What follows belongs to an exercise in optimizing a design on an open flow for small area, a short achievable clock period and few clock cycles; a production flow would make more cautious choices.
In this exercise RTL edits were held to simulation tests only and were not proved equivalent to the original.
Power and IR drop assume default switching activity.

==> violet <==
## sc_core
module sc_core(
  input wire clk,
  input wire rst,
  output logic [15:0] imem_addr,
  input wire [31:0] imem_rdata,
  output logic [6:0] dmem_addr,
  output logic dmem_we,
  output logic [31:0] dmem_wdata,
  input wire [31:0] dmem_rdata,
  output logic halted
);
export LEC_CHECK = 0
export CAP_MARGIN = 20
export CORE_MARGIN = 2
export CORE_UTILIZATION = 40
export CTS_CLUSTER_DIAMETER = 80
export CTS_CLUSTER_SIZE = 24
export PLACE_DENSITY = 0.6
export SLEW_MARGIN = 20
create_clock -name core_clock -period 16.0 [get_ports {clk}]
standard.sh (not shown) runs the stock make flow with config.mk's settings and CLKGATE_MAP_FILE= SYNTH_SCRIPT=/design/flow/synth_recipe.tcl, a recipe that flattens the netlist after the stock synthesis.
==> flow/flow/run.sh <==
#!/bin/bash
set -euo pipefail
bash standard.sh SETUP_SLACK_MARGIN=11 finish > standard_flow.log 2>&1
==> inputs of cedar, as changes to violet <==
--- a/flow/design.v
+++ b/flow/design.v
@@ -7,37 +7,29 @@
     input wire [4:0] rs1_in,
     input wire [4:0] rs2_in,
     input wire [4:0] wa_in,
     input wire we_in,
     input wire [31:0] wd_in,
     output logic [31:0] rd1_out,
     output logic [31:0] rd2_out
   );
-  logic [31:0] registers [31:1];
-  logic [31:1] valid;
-  always_ff @(posedge clk_in) begin
-    if (we_in && wa_in != 0) begin
-      registers[wa_in] <= wd_in;
-    end
-  end
+  logic [31:0] registers [31:0];
   always_ff @(posedge clk_in) begin
     if (rst_in) begin
-      valid <= '0;
+      for (integer i = 1; i < 32; i = i + 1) begin
+        registers[i] <= 0;
+      end
     end else if (we_in && wa_in != 0) begin
-      valid[wa_in] <= 1'b1;
+      registers[wa_in] <= wd_in;
     end
   end
   always_comb begin
-    rd1_out = 32'b0;
-    rd2_out = 32'b0;
-    for (integer i = 1; i < 32; i = i + 1) begin
-      rd1_out = rd1_out | ({32{rs1_in == i && valid[i]}} & registers[i]);
-      rd2_out = rd2_out | ({32{rs2_in == i && valid[i]}} & registers[i]);
-    end
+    rd1_out = (rs1_in == 0) ? 32'b0 : registers[rs1_in];
+    rd2_out = (rs2_in == 0) ? 32'b0 : registers[rs2_in];
   end
 endmodule
 `default_nettype wire
 `timescale 1ns / 1ps
 `default_nettype none
 module sc_core(
   input wire clk,
   input wire rst,
@@ -65,17 +57,17 @@
   logic [NB-1:0] btb_v;
   logic [TW-1:0] btb_tag [NB];
   logic [TW-1:0] btb_tgt [NB];
   logic [1:0]    btb_rr;
   logic        x_v;
   logic [31:0] x_a, x_b, x_alt;
   logic        x_fa, x_fb;                
   logic        x_add, x_sub, x_and, x_or, x_xor, x_slt, x_sltu;
-  logic        x_sll, x_sra, x_sh, x_selalt;
+  logic        x_sll, x_sra, x_srl, x_selalt;
   logic        x_br, x_jalrg, x_pred;
   logic [2:0]  x_f3;
   logic        x_wr;                      
   logic [4:0]  x_rd;
   logic [TW-1:0] x_tag;
   logic [1:0]  x_bi;
   logic        l0_v, l1_v, l2_v;
   logic [4:0]  l0_rd, l1_rd, l2_rd;
@@ -216,67 +208,45 @@
   assign pc4 = pc_d + 32'd4;
   assign tgt = pc_d + imm_pc;
   always_comb begin
     if (is_jal) npc = tgt;
     else if (jalr0) npc = {imm_i[31:1], 1'b0};
     else if (is_br && q0_bt) npc = tgt;
     else npc = pc4;
   end
-  logic [17:0] ck_b;
-  logic [15:0] ck_a, ck_bb, ck_c, ck_k;
-  always_comb begin
-    if (is_jal) ck_b = imm_j[17:0];
-    else if (is_br && q0_bt) ck_b = imm_b[17:0];
-    else ck_b = 18'd4;
-  end
-  assign ck_a = pc_d[17:2];
-  assign ck_bb = ck_b[17:2];
-  assign ck_c = q0_np;
-  assign ck_k = {(ck_a[14:0] & ck_bb[14:0]) | ((ck_a[14:0] | ck_bb[14:0]) & ~ck_c[14:0]),
-                 pc_d[1] & ck_b[1]};
-  logic np_ok;
-  assign np_ok = jalr0 ? (q0_np == imm_i[17:2]) : ((ck_a ^ ck_bb ^ ck_c) == ck_k);
   logic [31:0] xa, xb;
   assign xa = x_fa ? wb_val : x_a;
   assign xb = x_fb ? wb_val : x_b;
-  logic [32:0] sum33;
   logic [31:0] sum;
-  assign sum33 = {1'b0, xa} + {1'b0, x_sub ? ~xb : xb} + {32'b0, x_sub};
-  assign sum = sum33[31:0];
+  assign sum = xa + (x_sub ? ~xb : xb) + {31'b0, x_sub};
+  logic signed [31:0] sxa, sxb;
+  assign sxa = xa;
+  assign sxb = xb;
   logic eq, lts, ltu;
   assign eq  = xa == xb;
-  assign ltu = !sum33[32];
-  assign lts = (xa[31] != xb[31]) ? xa[31] : ltu;
+  assign lts = sxa < sxb;
+  assign ltu = xa < xb;
   logic big;
   assign big = |xb[31:5];
-  logic [31:0] sh_in, sh_r, sh_out, shl;
-  logic fill;
-  always_comb begin
-    for (int i = 0; i < 32; i++) sh_in[i] = x_sll ? xa[31 - i] : xa[i];
-  end
-  assign fill = x_sra && xa[31];
-  always_comb begin
-    sh_r = sh_in;
-    for (int k = 0; k < 5; k++) begin
-      if (xb[k]) sh_r = (sh_r >> (1 << k)) | ({32{fill}} << (32 - (1 << k)));
-    end
-    if (big) sh_r = {32{fill}};
-  end
-  always_comb begin
-    for (int i = 0; i < 32; i++) shl[i] = sh_r[31 - i];
-  end
-  assign sh_out = x_sll ? shl : sh_r;
+  logic [31:0] shl, shr_l, shr_a;
+  assign shl   = big ? 32'b0 : (xa << xb[4:0]);
+  assign shr_l = big ? 32'b0 : (xa >> xb[4:0]);
+  logic signed [31:0] sra_v;
+  assign sra_v = sxa >>> xb[4:0];
+  assign shr_a = big ? {32{xa[31]}} : sra_v;
   logic [31:0] alu;
   always_comb begin
-    alu = ({32{x_add}} & sum)
+    alu = ({32{x_add | x_sub}} & sum)
         | ({32{x_and}} & (xa & xb))
         | ({32{x_or}}  & (xa | xb))
         | ({32{x_xor}} & (xa ^ xb))
-        | ({32{x_sh}}  & sh_out)
+        | ({32{x_sll}} & shl)
+        | ({32{x_sra}} & shr_a)
+        | ({32{x_srl}} & shr_l)
         | {31'b0, (x_slt & lts) | (x_sltu & ltu)};
   end
   logic [31:0] x_res;
   assign x_res = x_selalt ? x_alt : alu;
   logic taken;
   always_comb begin
     case (x_f3)
       3'd0: taken = eq;
@@ -289,17 +259,17 @@
     endcase
   end
   logic xr;                               
   logic [31:0] xr_pc;
   assign xr = x_v && ((x_br && taken != x_pred) || x_jalrg);
   assign xr_pc = x_jalrg ? {sum[31:1], 1'b0} : x_alt;
   logic issue, dr, drop;
   assign issue = q0_v && !stall && !xr;
-  assign dr = q0_v && !xr && !is_zero && !jalrg && !np_ok;
+  assign dr = q0_v && !xr && !is_zero && !jalrg && (npc[17:2] != q0_np);
   assign drop = s2_v && q0_v && !issue && q1_v && !xr && !dr;
   logic [15:0] fa_n;
   always_comb begin
     if (xr) fa_n = xr_pc[17:2];
     else if (dr) fa_n = npc[17:2];
     else if (drop) fa_n = q1_np;
     else fa_n = f_pred;
   end
@@ -391,26 +361,26 @@
     wb_rd <= l2_v ? l2_rd : x_rd;
     wb_val <= l2_v ? dmem_rdata : x_res;
     dmem_addr <= maddr[8:2];
     dmem_wdata <= v2;
     x_a <= is_lui ? imm_u : is_auipc ? tgt : v1;
     x_b <= (is_opi || is_jalr) ? imm_i : (is_op || is_br) ? v2 : 32'b0;
     x_fa <= need_x1 && (xw1 || l21);
     x_fb <= need_x2 && (xw2 || l22);
-    x_add <= a_add || a_sub;
-    x_sub <= a_sub || a_slt || a_sltu || is_br;
+    x_add <= a_add;
+    x_sub <= a_sub;
     x_and <= a_and;
     x_or <= a_or;
     x_xor <= a_xor;
     x_slt <= a_slt;
     x_sltu <= a_sltu;
     x_sll <= a_sll;
     x_sra <= a_sra;
-    x_sh <= a_sll || a_sra || a_srl;
+    x_srl <= a_srl;
     x_selalt <= is_jal || is_jalr;
     x_br <= is_br;
     x_jalrg <= jalrg;
     x_pred <= q0_bt;
     x_f3 <= f3;
     x_wr <= d_alu_wr;
     x_rd <= rdf;
     x_alt <= (is_br && !q0_bt) ? tgt : pc4;
@@ -441,21 +411,21 @@
       end else begin
         bw_v = 1'b0;
         bw_i = q0_bi;
       end
     end
   end
   always_ff @(posedge clk) begin
     if (rst) begin
-      btb_rr <= 2'd0;
       btb_v <= '0;
+      btb_rr <= 2'd0;
     end else if (bw_en) begin
-      if (bw_alloc) btb_rr <= btb_rr + 2'd1;
       btb_v[bw_i] <= bw_v;
+      if (bw_alloc) btb_rr <= btb_rr + 2'd1;
     end
     if (bw_en) begin
       btb_tag[bw_i] <= bw_tag;
       btb_tgt[bw_i] <= bw_tgt;
     end
   end
 endmodule
 `default_nettype wire
==> flow/run.sh (new file) <==
#!/bin/bash
# synth_recipe.tcl (not shown) runs the flow's synth.tcl, then flattens the netlist and writes it again
# the make line also repeats each setting of config.mk as NAME=value (left out here)
make -C /OpenROAD-flow-scripts/flow DESIGN_CONFIG=/design/flow/config.mk WORK_HOME=/design/flow/orfs CLKGATE_MAP_FILE= SYNTH_SCRIPT=/design/flow/synth_recipe.tcl finish
CTS_CLUSTER_DIAMETER = default   (was 80)
CTS_CLUSTER_SIZE = default   (was 24)
SETUP_SLACK_MARGIN = 0.2   (was default)
removed: flow/flow/run.sh
removed: flow/standard.sh
==> inputs of sierra, as changes to violet <==
--- a/flow/design.v
+++ b/flow/design.v
@@ -439,23 +439,36 @@
         bw_alloc = !q0_bt;
         bw_i = q0_bt ? q0_bi : btb_rr;
       end else begin
         bw_v = 1'b0;
         bw_i = q0_bi;
       end
     end
   end
+  logic          bq_en, bq_v, bq_alloc;
+  logic [1:0]    bq_i, bq_w;
+  logic [TW-1:0] bq_tag, bq_tgt;
+  always_ff @(posedge clk) begin
+    if (rst) bq_en <= 1'b0;
+    else bq_en <= bw_en;
+    bq_v <= bw_v;
+    bq_alloc <= bw_alloc;
+    bq_i <= bw_i;
+    bq_tag <= bw_tag;
+    bq_tgt <= bw_tgt;
+  end
+  assign bq_w = bq_alloc ? btb_rr : bq_i;
   always_ff @(posedge clk) begin
     if (rst) begin
       btb_rr <= 2'd0;
       btb_v <= '0;
-    end else if (bw_en) begin
-      if (bw_alloc) btb_rr <= btb_rr + 2'd1;
-      btb_v[bw_i] <= bw_v;
+    end else if (bq_en) begin
+      if (bq_alloc) btb_rr <= btb_rr + 2'd1;
+      btb_v[bq_w] <= bq_v;
     end
-    if (bw_en) begin
-      btb_tag[bw_i] <= bw_tag;
-      btb_tgt[bw_i] <= bw_tgt;
+    if (bq_en) begin
+      btb_tag[bq_w] <= bq_tag;
+      btb_tgt[bq_w] <= bq_tgt;
     end
   end
 endmodule
 `default_nettype wire
==> flow/flow/run.sh (replaced) <==
#!/bin/bash
set -euo pipefail
bash standard.sh SETUP_SLACK_MARGIN=11.4 finish > standard_flow.log 2>&1
==> inputs of yarrow, as changes to violet <==
--- a/flow/design.v
+++ b/flow/design.v
@@ -439,23 +439,37 @@
         bw_alloc = !q0_bt;
         bw_i = q0_bt ? q0_bi : btb_rr;
       end else begin
         bw_v = 1'b0;
         bw_i = q0_bi;
       end
     end
   end
+  logic          bq_en, bq_v;
+  logic [1:0]    bq_i;
+  logic [TW-1:0] bq_tag, bq_tgt;
   always_ff @(posedge clk) begin
     if (rst) begin
+      bq_en <= 1'b0;
       btb_rr <= 2'd0;
+    end else begin
+      bq_en <= bw_en;
+      if (bw_en && bw_alloc) btb_rr <= btb_rr + 2'd1;
+    end
+    bq_v <= bw_v;
+    bq_i <= bw_i;
+    bq_tag <= bw_tag;
+    bq_tgt <= bw_tgt;
+  end
+  always_ff @(posedge clk) begin
+    if (rst) begin
       btb_v <= '0;
-    end else if (bw_en) begin
-      if (bw_alloc) btb_rr <= btb_rr + 2'd1;
-      btb_v[bw_i] <= bw_v;
+    end else if (bq_en) begin
+      btb_v[bq_i] <= bq_v;
     end
-    if (bw_en) begin
-      btb_tag[bw_i] <= bw_tag;
-      btb_tgt[bw_i] <= bw_tgt;
+    if (bq_en) begin
+      btb_tag[bq_i] <= bq_tag;
+      btb_tgt[bq_i] <= bq_tgt;
     end
   end
 endmodule
 `default_nettype wire
CTS_CLUSTER_DIAMETER = default   (was 80)
CTS_CLUSTER_SIZE = default   (was 24)
==> run summary <==
- Of violet and cedar, cedar has the higher final cell count (gap 9.4%, measured against cedar).
- Clock skew: yarrow is lower than sierra (0.0068 ns).
- Via count: cedar is smaller than violet (7.2%).
- Between violet and yarrow, the lower clock power is in violet (gap about 28%, measured against yarrow).
- Global-route usage: sierra is higher than cedar (7.9 points).
- Against sierra, the non-clock buffer count of cedar is lower by 167.
- Clock-buffer cell count: violet < sierra < yarrow < cedar.
- Sequential share of layout area, lowest first: cedar, yarrow, sierra, violet.
- The highest combinational power belongs to cedar, the lowest to violet.
- Against cedar, the register-to-register slack of yarrow is better by 2.7 ns.
- Synthesized area: cedar is larger than yarrow (15%).
Testbench counts of violet, summed over its fixed seeds: cycles 158,961.
Testbench counts of cedar, summed over its fixed seeds: cycles 158,961.
Testbench counts of sierra, summed over its fixed seeds: cycles 158,294.
Testbench counts of yarrow, summed over its fixed seeds: cycles 158,294.

## re-timing with driven ports
The results above use ideal ports. As a check the final layouts listed here were re-extracted and re-timed, cells and wires unchanged. Step 1 sets driving cells, clkbuf_16 on the clock port and buf_2 on the other inputs (assumed; they add their load-dependent delay and slew). Step 2 moves the port delays by t, midway between the first and last clock arrival at a register: inputs arrive t later, outputs are due t later. That takes back most of the time a late clock gives input paths. Slacks: no drivers / after step 1 / after step 2; pairs: no drivers / after step 1.
run | t, ns | slack for setup (ns) | latest minus earliest clock arrival (ns) | worst slew at a driven data input, ns
violet | 0.873 | 10.786 / 10.786 / 10.490 | 0.062 / 0.062 | 0.07
cedar | 0.919 | 8.169 / 8.169 / 8.169 | 0.065 / 0.065 | 0.07
sierra | 0.875 | 11.146 / 11.146 / 10.969 | 0.117 / 0.117 | 0.05
yarrow | 0.903 | 10.919 / 10.919 / 10.506 | 0.106 / 0.107 | 0.08
After both steps setup and hold are still met in every run listed. For yarrow, which loses most, drivers alone change the setup slack by 0.000 ns; drivers and shift together by -0.413 ns.
